This design comes from an exercise in tuning for small area on the open sky130 flow, not from production work.
Function was checked by simulation only, so behaviour that the tests miss may differ from the original.
No activity file was given, so power comes from the tool's default toggle rates.

==> inputs of v24 <==
==> flow/design.v <==
`timescale 1ns / 1ps
module pd_fa (input wire a, b, c, output wire s, co);
    assign s  = a ^ b ^ c;
    assign co = (a & b) | (a & c) | (b & c);
endmodule
module pd_ha (input wire a, b, output wire s, co);
    assign s  = a ^ b;
    assign co = a & b;
endmodule
module pd_maj3 (input wire a, b, c, output wire y);
    assign y = (a & b) | (a & c) | (b & c);
endmodule
module pd_nor2 (input wire a, b, output wire y);
    assign y = ~(a | b);
endmodule
module pd_and2 (input wire a, b, output wire y);
    assign y = a & b;
endmodule
module pd_aoi222 (input wire a1, a2, b1, b2, c1, c2, output wire y);
    assign y = ~(a1 & a2 | b1 & b2 | c1 & c2);
endmodule
module pd_nand2 (input wire a, b, output wire y);
    assign y = ~(a & b);
endmodule
module pd_nand11 (input wire [10:0] a, output wire y);
    assign y = ~&a;
endmodule
module pd_nand12 (input wire [11:0] a, output wire y);
    assign y = ~&a;
endmodule
module pd_predec (
    input  wire [4:0] a,
    output wire [3:0] lo,
    output wire [7:0] hi
);
    assign lo = 4'b0001 << a[1:0];
    assign hi = 8'b00000001 << a[4:2];
endmodule
module pd_wpredec (
    input  wire [4:0] a,
    input  wire       en,
    input  wire       rst,
    output wire [3:0] nlo,
    output wire [7:0] nhi
);
    assign nlo = ~(((4'b0001 << a[1:0]) & {4{en}}) | {4{rst}});
    assign nhi = ~((8'b00000001 << a[4:2]) | {8{rst}});
endmodule
module pd_rdec32 (
    input  wire [3:0]  lo,
    input  wire [7:0]  hi,
    output wire [31:0] y
);
    genvar g;
    generate
        for (g = 0; g < 32; g = g + 1) begin : d
            pd_and2 u (.a(lo[g % 4]), .b(hi[g / 4]), .y(y[g]));
        end
    endgenerate
endmodule
module pd_dec32 (
    input  wire [3:0]  nlo,
    input  wire [7:0]  nhi,
    output wire [31:0] y
);
    genvar g;
    generate
        for (g = 0; g < 32; g = g + 1) begin : d
            pd_nor2 u (.a(nlo[g % 4]), .b(nhi[g / 4]), .y(y[g]));
        end
    endgenerate
endmodule
module pd_mux32 #(parameter N = 32) (
    input  wire [31:0] d,
    input  wire [31:0] s,
    output wire        y
);
    wire [11:0] n;
    genvar g;
    generate
        for (g = 0; g < 10; g = g + 1) begin : a
            pd_aoi222 u (.a1(d[3*g]), .a2(s[3*g]), .b1(d[3*g+1]), .b2(s[3*g+1]),
                         .c1(d[3*g+2]), .c2(s[3*g+2]), .y(n[g]));
        end
        pd_nand2 u30 (.a(d[30]), .b(s[30]), .y(n[10]));
        if (N == 32) begin : f32
            pd_nand2 u31 (.a(d[31]), .b(s[31]), .y(n[11]));
            pd_nand12 u_o (.a(n), .y(y));
        end else begin : f31
            pd_nand11 u_o (.a(n[10:0]), .y(y));
        end
    endgenerate
endmodule
module pd_add8 (
    input  wire [7:0] a,
    input  wire [7:0] b,
    output wire [7:0] y
);
    wire [8:1] c;
    pd_ha u0 (.a(a[0]), .b(b[0]), .s(y[0]), .co(c[1]));
    genvar i;
    generate
        for (i = 1; i < 8; i = i + 1) begin : f
            pd_fa u (.a(a[i]), .b(b[i]), .c(c[i]), .s(y[i]), .co(c[i+1]));
        end
    endgenerate
endmodule
module pd_hit (
    input  wire [4:0] w,
    input  wire [7:0] len,
    input  wire [7:0] k,
    output wire       y
);
    wire [7:0] u;
    wire [8:1] d;
    assign u[0] = len[0] ^ k[0];
    assign d[1] = ~len[0] | k[0];
    genvar i;
    generate
        for (i = 1; i < 8; i = i + 1) begin : f
            pd_fa u_fa (.a(~len[i]), .b(k[i]), .c(d[i]), .s(u[i]), .co(d[i+1]));
        end
    endgenerate
    wire [5:1] e;
    assign e[1] = w[0] & u[0];
    generate
        for (i = 1; i < 5; i = i + 1) begin : g
            pd_maj3 u_mj (.a(w[i]), .b(u[i]), .c(e[i]), .y(e[i+1]));
        end
    endgenerate
    assign y = ~d[8] & u[7] & u[6] & u[5] & e[5];
endmodule
module packet_data #(
    parameter data_width = 8,
    parameter depth = 32
)(
    input wire clk,
    input wire rst,
    input wire [data_width-1:0] s_axis_data,
    input wire s_axis_valid,
    output reg s_axis_ready,
    input wire s_axis_last,
    input wire [data_width + data_width - 1 : 0] packet_config,
    output reg [data_width-1 : 0] m_axis_data,
    output reg m_axis_valid,
    input wire m_axis_ready,
    output reg m_axis_last,
    output  full,
    output  empty
);
    wire [7:0] k   = packet_config[15:8];
    wire [7:0] len = packet_config[7:0];
    reg [5:0] wr_ptr;
    reg [4:0] wr_ptr2;      
    reg [5:0] rd_ptr;
    assign full  = wr_ptr[5];
    assign empty = (wr_ptr == 6'd0);
    wire beat = s_axis_valid & s_axis_ready & ~wr_ptr[5];
    wire hit;
    pd_hit u_hit (.w(wr_ptr[4:0]), .len(len), .k(k), .y(hit));
    always @(posedge clk) begin
        s_axis_ready <= ~rst;
    end
    wire [5:0] wr_inc;
    wire [5:1] wc;
    assign wr_inc[0] = ~wr_ptr[0];
    assign wc[1] = wr_ptr[0];
    genvar g, b;
    generate
        for (g = 1; g < 5; g = g + 1) begin : wi
            pd_ha u (.a(wr_ptr[g]), .b(wc[g]), .s(wr_inc[g]), .co(wc[g+1]));
        end
    endgenerate
    assign wr_inc[5] = wc[5];
    always @(posedge clk) begin
        if (rst) begin
            wr_ptr <= 6'd0;
        end else if (s_axis_last) begin
            wr_ptr <= 6'd0;
        end else if (beat) begin
            wr_ptr <= wr_inc;
        end
    end
    always @(posedge clk) begin
        if (!rst && beat) begin
            if (hit) wr_ptr2 <= {wr_ptr2[3:0], ~(wr_ptr2[4] ^ wr_ptr2[2])};
            else     wr_ptr2 <= 5'd0;
        end
    end
    wire [7:0] wdata = rst ? 8'd0 : s_axis_data;
    wire       wlast = ~rst & s_axis_last;
    wire [3:0] wlo1, wlo2;
    wire [7:0] whi1, whi2;
    wire [31:0] we1, we2;
    pd_wpredec u_wp1 (.a(wr_ptr[4:0]), .en(beat),       .rst(rst), .nlo(wlo1), .nhi(whi1));
    pd_wpredec u_wp2 (.a(wr_ptr2),     .en(beat & hit), .rst(rst), .nlo(wlo2), .nhi(whi2));
    pd_dec32   u_we1 (.nlo(wlo1), .nhi(whi1), .y(we1));
    pd_dec32   u_we2 (.nlo(wlo2), .nhi(whi2), .y(we2));
    function [4:0] lfsr_state(input integer n);
        integer j;
        reg [4:0] s;
        begin
            s = 5'd0;
            for (j = 0; j < n; j = j + 1)
                s = {s[3:0], ~(s[4] ^ s[2])};
            lfsr_state = s;
        end
    endfunction
    generate
        for (g = 0; g < 32; g = g + 1) begin : w1
            reg [7:0] mem_1;
            reg       mem_3;
            always @(posedge clk) begin
                if (we1[g]) begin
                    mem_1 <= wdata;
                    mem_3 <= wlast;
                end
            end
        end
        for (g = 0; g < 31; g = g + 1) begin : w2
            localparam [4:0] ST = lfsr_state(g);
            reg [7:0] mem_2;
            always @(posedge clk) begin
                if (we2[ST]) begin
                    mem_2 <= wdata;
                end
            end
        end
    endgenerate
    wire [3:0] rlo;
    wire [7:0] rhi;
    wire [31:0] sel;
    pd_predec u_rp   (.a(rd_ptr[4:0]), .lo(rlo), .hi(rhi));
    pd_rdec32 u_rsel (.lo(rlo), .hi(rhi), .y(sel));
    wire [7:0] rd1, rd2;
    wire       rd3;
    generate
        for (b = 0; b < 8; b = b + 1) begin : r
            wire [31:0] c1;
            wire [30:0] c2;
            for (g = 0; g < 32; g = g + 1) begin : c
                assign c1[g] = w1[g].mem_1[b];
                if (g < 31) begin : c2b
                    assign c2[g] = w2[g].mem_2[b];
                end
            end
            pd_mux32          u_m1 (.d(c1),         .s(sel), .y(rd1[b]));
            pd_mux32 #(.N(31)) u_m2 (.d({1'b0, c2}), .s(sel), .y(rd2[b]));
        end
    endgenerate
    wire [31:0] c3;
    generate
        for (g = 0; g < 32; g = g + 1) begin : c3b
            assign c3[g] = w1[g].mem_3;
        end
    endgenerate
    pd_mux32 u_m3 (.d(c3), .s(sel), .y(rd3));
    wire [7:0] sum;
    pd_add8 u_add (.a(rd1), .b(rd2), .y(sum));
    wire [5:0] rd_inc;
    wire [5:1] rc;
    assign rd_inc[0] = ~rd_ptr[0];
    assign rc[1] = rd_ptr[0];
    generate
        for (g = 1; g < 5; g = g + 1) begin : ri
            pd_ha u (.a(rd_ptr[g]), .b(rc[g]), .s(rd_inc[g]), .co(rc[g+1]));
        end
    endgenerate
    assign rd_inc[5] = rc[5];
    always @(posedge clk) begin
        if (rst) begin
            m_axis_data  <= 8'd0;
            m_axis_valid <= 1'b0;
            m_axis_last  <= 1'b0;
            rd_ptr       <= 6'd0;
        end else if (m_axis_ready && !empty) begin
            if (!rd_ptr[5]) begin
                m_axis_data  <= sum;
                m_axis_valid <= 1'b1;
                m_axis_last  <= rd3;
                rd_ptr       <= (len == {2'b00, rd_inc}) ? 6'd0 : rd_inc;
            end else begin
                m_axis_valid <= 1'b0;
                m_axis_data  <= 8'd0;
            end
        end
    end
endmodule
==> flow/flow/run.sh <==
#!/bin/bash
# The standard layout (standard.sh), with a smaller clock tree (larger
# sink clusters of clkbuf_8 leaves, no dummy loads) and the smallest buffer
# on the ports.
set -u
export CTS_ARGS="-sink_clustering_enable -repair_clock_nets -dont_use_dummy_load -buf_list {sky130_fd_sc_hd__clkbuf_4 sky130_fd_sc_hd__clkbuf_8} -sink_clustering_buffer sky130_fd_sc_hd__clkbuf_8 -sink_buffer_max_cap_derate 1.0 -sink_clustering_size 20 -sink_clustering_max_diameter 100"
export BUFFER_PORTS_ARGS="-buffer_cell sky130_fd_sc_hd__buf_1"
bash standard.sh > standard.log 2>&1
==> flow/standard.sh <==
#!/bin/bash
# synth_recipe.tcl (not shown) runs the flow's synth.tcl, then flattens the netlist and writes it again
# the make line also repeats each setting of config.mk as NAME=value (left out here)
make -C /OpenROAD-flow-scripts/flow DESIGN_CONFIG=/design/flow/config.mk WORK_HOME=/design/flow/orfs CLKGATE_MAP_FILE= SYNTH_SCRIPT=/design/flow/synth_recipe.tcl "${@:-finish}"
==> flow/config.mk <==
export PLATFORM = sky130hd
export DESIGN_NAME = packet_data
export DESIGN_NICKNAME = packet_data
export VERILOG_FILES = /design/flow/design.v
export SDC_FILE = /design/flow/constraint.sdc
export NUM_CORES = 4
export LEC_CHECK = 0
export CAP_MARGIN = 20
export CORE_MARGIN = 2
export CORE_UTILIZATION = 75
export SLEW_MARGIN = 20
export SYNTH_HIERARCHICAL = 1
==> flow/constraint.sdc <==
create_clock -name core_clock -period 10.0 [get_ports {clk}]
set_input_delay 2.0000 -clock core_clock [delete_from_list [all_inputs] [get_ports {clk}]]
set_output_delay 2.0000 -clock core_clock [all_outputs]
set_load 0.01 [all_outputs]
==> v21: changes against v24 <==
==> flow/design.v, changed modules only <==
module pd_aoi22 (input wire a1, a2, b1, b2, output wire y);
    assign y = ~(a1 & a2 | b1 & b2);
endmodule
module pd_predec (
    input  wire [4:0] a,
    output wire [3:0] nlo,
    output wire [7:0] nhi
);
    assign nlo = ~(4'b0001 << a[1:0]);
    assign nhi = ~(8'b00000001 << a[4:2]);
endmodule
module pd_mux32 #(parameter N = 32) (
    input  wire [31:0] d,
    input  wire [31:0] s,
    output wire        y
);
    wire [10:0] n;
    genvar g;
    generate
        for (g = 0; g < 10; g = g + 1) begin : a
            pd_aoi222 u (.a1(d[3*g]), .a2(s[3*g]), .b1(d[3*g+1]), .b2(s[3*g+1]),
                         .c1(d[3*g+2]), .c2(s[3*g+2]), .y(n[g]));
        end
        if (N == 32) begin : f32
            pd_aoi22 u (.a1(d[30]), .a2(s[30]), .b1(d[31]), .b2(s[31]), .y(n[10]));
        end else begin : f31
            pd_nand2 u (.a(d[30]), .b(s[30]), .y(n[10]));
        end
    endgenerate
    pd_nand11 u_o (.a(n), .y(y));
endmodule
module packet_data #(
    parameter data_width = 8,
    parameter depth = 32
)(
    input wire clk,
    input wire rst,
    input wire [data_width-1:0] s_axis_data,
    input wire s_axis_valid,
    output reg s_axis_ready,
    input wire s_axis_last,
    input wire [data_width + data_width - 1 : 0] packet_config,
    output reg [data_width-1 : 0] m_axis_data,
    output reg m_axis_valid,
    input wire m_axis_ready,
    output reg m_axis_last,
    output  full,
    output  empty
);
    wire [7:0] k   = packet_config[15:8];
    wire [7:0] len = packet_config[7:0];
    reg [5:0] wr_ptr;
    reg [4:0] wr_ptr2;      
    reg [5:0] rd_ptr;
    assign full  = wr_ptr[5];
    assign empty = (wr_ptr == 6'd0);
    wire beat = s_axis_valid & s_axis_ready & ~wr_ptr[5];
    wire hit;
    pd_hit u_hit (.w(wr_ptr[4:0]), .len(len), .k(k), .y(hit));
    always @(posedge clk) begin
        s_axis_ready <= ~rst;
    end
    wire [5:0] wr_inc;
    wire [5:1] wc;
    assign wr_inc[0] = ~wr_ptr[0];
    assign wc[1] = wr_ptr[0];
    genvar g, b;
    generate
        for (g = 1; g < 5; g = g + 1) begin : wi
            pd_ha u (.a(wr_ptr[g]), .b(wc[g]), .s(wr_inc[g]), .co(wc[g+1]));
        end
    endgenerate
    assign wr_inc[5] = wc[5];
    always @(posedge clk) begin
        if (rst) begin
            wr_ptr <= 6'd0;
        end else if (s_axis_last) begin
            wr_ptr <= 6'd0;
        end else if (beat) begin
            wr_ptr <= wr_inc;
        end
    end
    always @(posedge clk) begin
        if (!rst && beat) begin
            if (hit) wr_ptr2 <= {wr_ptr2[3:0], ~(wr_ptr2[4] ^ wr_ptr2[2])};
            else     wr_ptr2 <= 5'd0;
        end
    end
    wire [7:0] wdata = rst ? 8'd0 : s_axis_data;
    wire       wlast = ~rst & s_axis_last;
    wire [3:0] wlo1, wlo2;
    wire [7:0] whi1, whi2;
    wire [31:0] we1, we2;
    pd_wpredec u_wp1 (.a(wr_ptr[4:0]), .en(beat),       .rst(rst), .nlo(wlo1), .nhi(whi1));
    pd_wpredec u_wp2 (.a(wr_ptr2),     .en(beat & hit), .rst(rst), .nlo(wlo2), .nhi(whi2));
    pd_dec32   u_we1 (.nlo(wlo1), .nhi(whi1), .y(we1));
    pd_dec32   u_we2 (.nlo(wlo2), .nhi(whi2), .y(we2));
    function [4:0] lfsr_state(input integer n);
        integer j;
        reg [4:0] s;
        begin
            s = 5'd0;
            for (j = 0; j < n; j = j + 1)
                s = {s[3:0], ~(s[4] ^ s[2])};
            lfsr_state = s;
        end
    endfunction
    generate
        for (g = 0; g < 32; g = g + 1) begin : w1
            reg [7:0] mem_1;
            reg       mem_3;
            always @(posedge clk) begin
                if (we1[g]) begin
                    mem_1 <= wdata;
                    mem_3 <= wlast;
                end
            end
        end
        for (g = 0; g < 31; g = g + 1) begin : w2
            localparam [4:0] ST = lfsr_state(g);
            reg [7:0] mem_2;
            always @(posedge clk) begin
                if (we2[ST]) begin
                    mem_2 <= wdata;
                end
            end
        end
    endgenerate
    wire [3:0] rlo;
    wire [7:0] rhi;
    wire [31:0] sel;
    pd_predec u_rp   (.a(rd_ptr[4:0]), .nlo(rlo), .nhi(rhi));
    pd_dec32  u_rsel (.nlo(rlo), .nhi(rhi), .y(sel));
    wire [7:0] rd1, rd2;
    wire       rd3;
    generate
        for (b = 0; b < 8; b = b + 1) begin : r
            wire [31:0] c1;
            wire [30:0] c2;
            for (g = 0; g < 32; g = g + 1) begin : c
                assign c1[g] = w1[g].mem_1[b];
                if (g < 31) begin : c2b
                    assign c2[g] = w2[g].mem_2[b];
                end
            end
            pd_mux32          u_m1 (.d(c1),         .s(sel), .y(rd1[b]));
            pd_mux32 #(.N(31)) u_m2 (.d({1'b0, c2}), .s(sel), .y(rd2[b]));
        end
    endgenerate
    wire [31:0] c3;
    generate
        for (g = 0; g < 32; g = g + 1) begin : c3b
            assign c3[g] = w1[g].mem_3;
        end
    endgenerate
    pd_mux32 u_m3 (.d(c3), .s(sel), .y(rd3));
    wire [7:0] sum;
    pd_add8 u_add (.a(rd1), .b(rd2), .y(sum));
    wire [5:0] rd_inc;
    wire [5:1] rc;
    assign rd_inc[0] = ~rd_ptr[0];
    assign rc[1] = rd_ptr[0];
    generate
        for (g = 1; g < 5; g = g + 1) begin : ri
            pd_ha u (.a(rd_ptr[g]), .b(rc[g]), .s(rd_inc[g]), .co(rc[g+1]));
        end
    endgenerate
    assign rd_inc[5] = rc[5];
    always @(posedge clk) begin
        if (rst) begin
            m_axis_data  <= 8'd0;
            m_axis_valid <= 1'b0;
            m_axis_last  <= 1'b0;
            rd_ptr       <= 6'd0;
        end else if (m_axis_ready && !empty) begin
            if (!rd_ptr[5]) begin
                m_axis_data  <= sum;
                m_axis_valid <= 1'b1;
                m_axis_last  <= rd3;
                rd_ptr       <= (len == {2'b00, rd_inc}) ? 6'd0 : rd_inc;
            end else begin
                m_axis_valid <= 1'b0;
                m_axis_data  <= 8'd0;
            end
        end
    end
endmodule
// module pd_and2 removed
// module pd_nand12 removed
// module pd_rdec32 removed
==> flow/run.sh (new file) <==
#!/bin/bash
# synth_recipe.tcl (not shown) runs the flow's synth.tcl, then flattens the netlist and writes it again
# the make line also repeats each setting of config.mk as NAME=value (left out here)
make -C /OpenROAD-flow-scripts/flow DESIGN_CONFIG=/design/flow/config.mk WORK_HOME=/design/flow/orfs CLKGATE_MAP_FILE= SYNTH_SCRIPT=/design/flow/synth_recipe.tcl finish
--- a/flow/config.mk
+++ b/flow/config.mk
@@ -8,5 +8,6 @@
 export CAP_MARGIN = 20
 export CORE_MARGIN = 2
-export CORE_UTILIZATION = 75
+export CORE_UTILIZATION = 40
+export CTS_BUF_LIST = sky130_fd_sc_hd__clkbuf_4
 export SLEW_MARGIN = 20
 export SYNTH_HIERARCHICAL = 1
removed: flow/flow/run.sh
removed: flow/standard.sh
==> notes <==
Between v21 and v24, the lower hold slack is in v24 (gap 0.0059 ns).
Cell area: v21 is higher than v24 (about 9%).
Against v24, the combinational power of v21 is larger by about 5%.
Via count: v24 is smaller than v21 (2.1%).
Between v24 and v21, the lower area after synthesis is in v21 (gap 0.25%, measured against v21).
Of v24 and v21, v21 has the higher total power (gap 19%, measured against v21).
Against v24, the synthesized cell count of v21 is lower by about 0.8%.
Between v24 and v21, the lower global-route usage is in v21 (gap 15 points).

-- what the ideal ports hide --
In the flow no input, the clock included, has a driving cell. The finished layouts below were timed again as built, in two steps.
Step 1: set_driving_cell puts a clkbuf_16 on clk and a buf_2 on each other input, an assumption about the parent block.
Step 2 adds t to the input delays and takes it off the output delays; t is the mean of the earliest and latest rising clock arrival at the registers after step 1. Input paths then give back, and output paths get back, about the clock's delay inside the block.
Three values: ideal, step 1, step 2; two values: the first two.
run | shift t [ns] | slack for setup (ns) | slew at the worst register clock pin (ns) | worst slew at a driven data input, ns
v24 | 0.714 | 3.256 / 3.280 / 2.566 | 0.12 / 0.12 | 0.03
v21 | 0.895 | 3.069 / 3.099 / 2.205 | 0.07 / 0.07 | 0.04
After both steps setup and hold are still met in every run listed. For v21, which loses most, drivers alone change the setup slack by +0.030 ns; drivers and shift together by -0.864 ns.
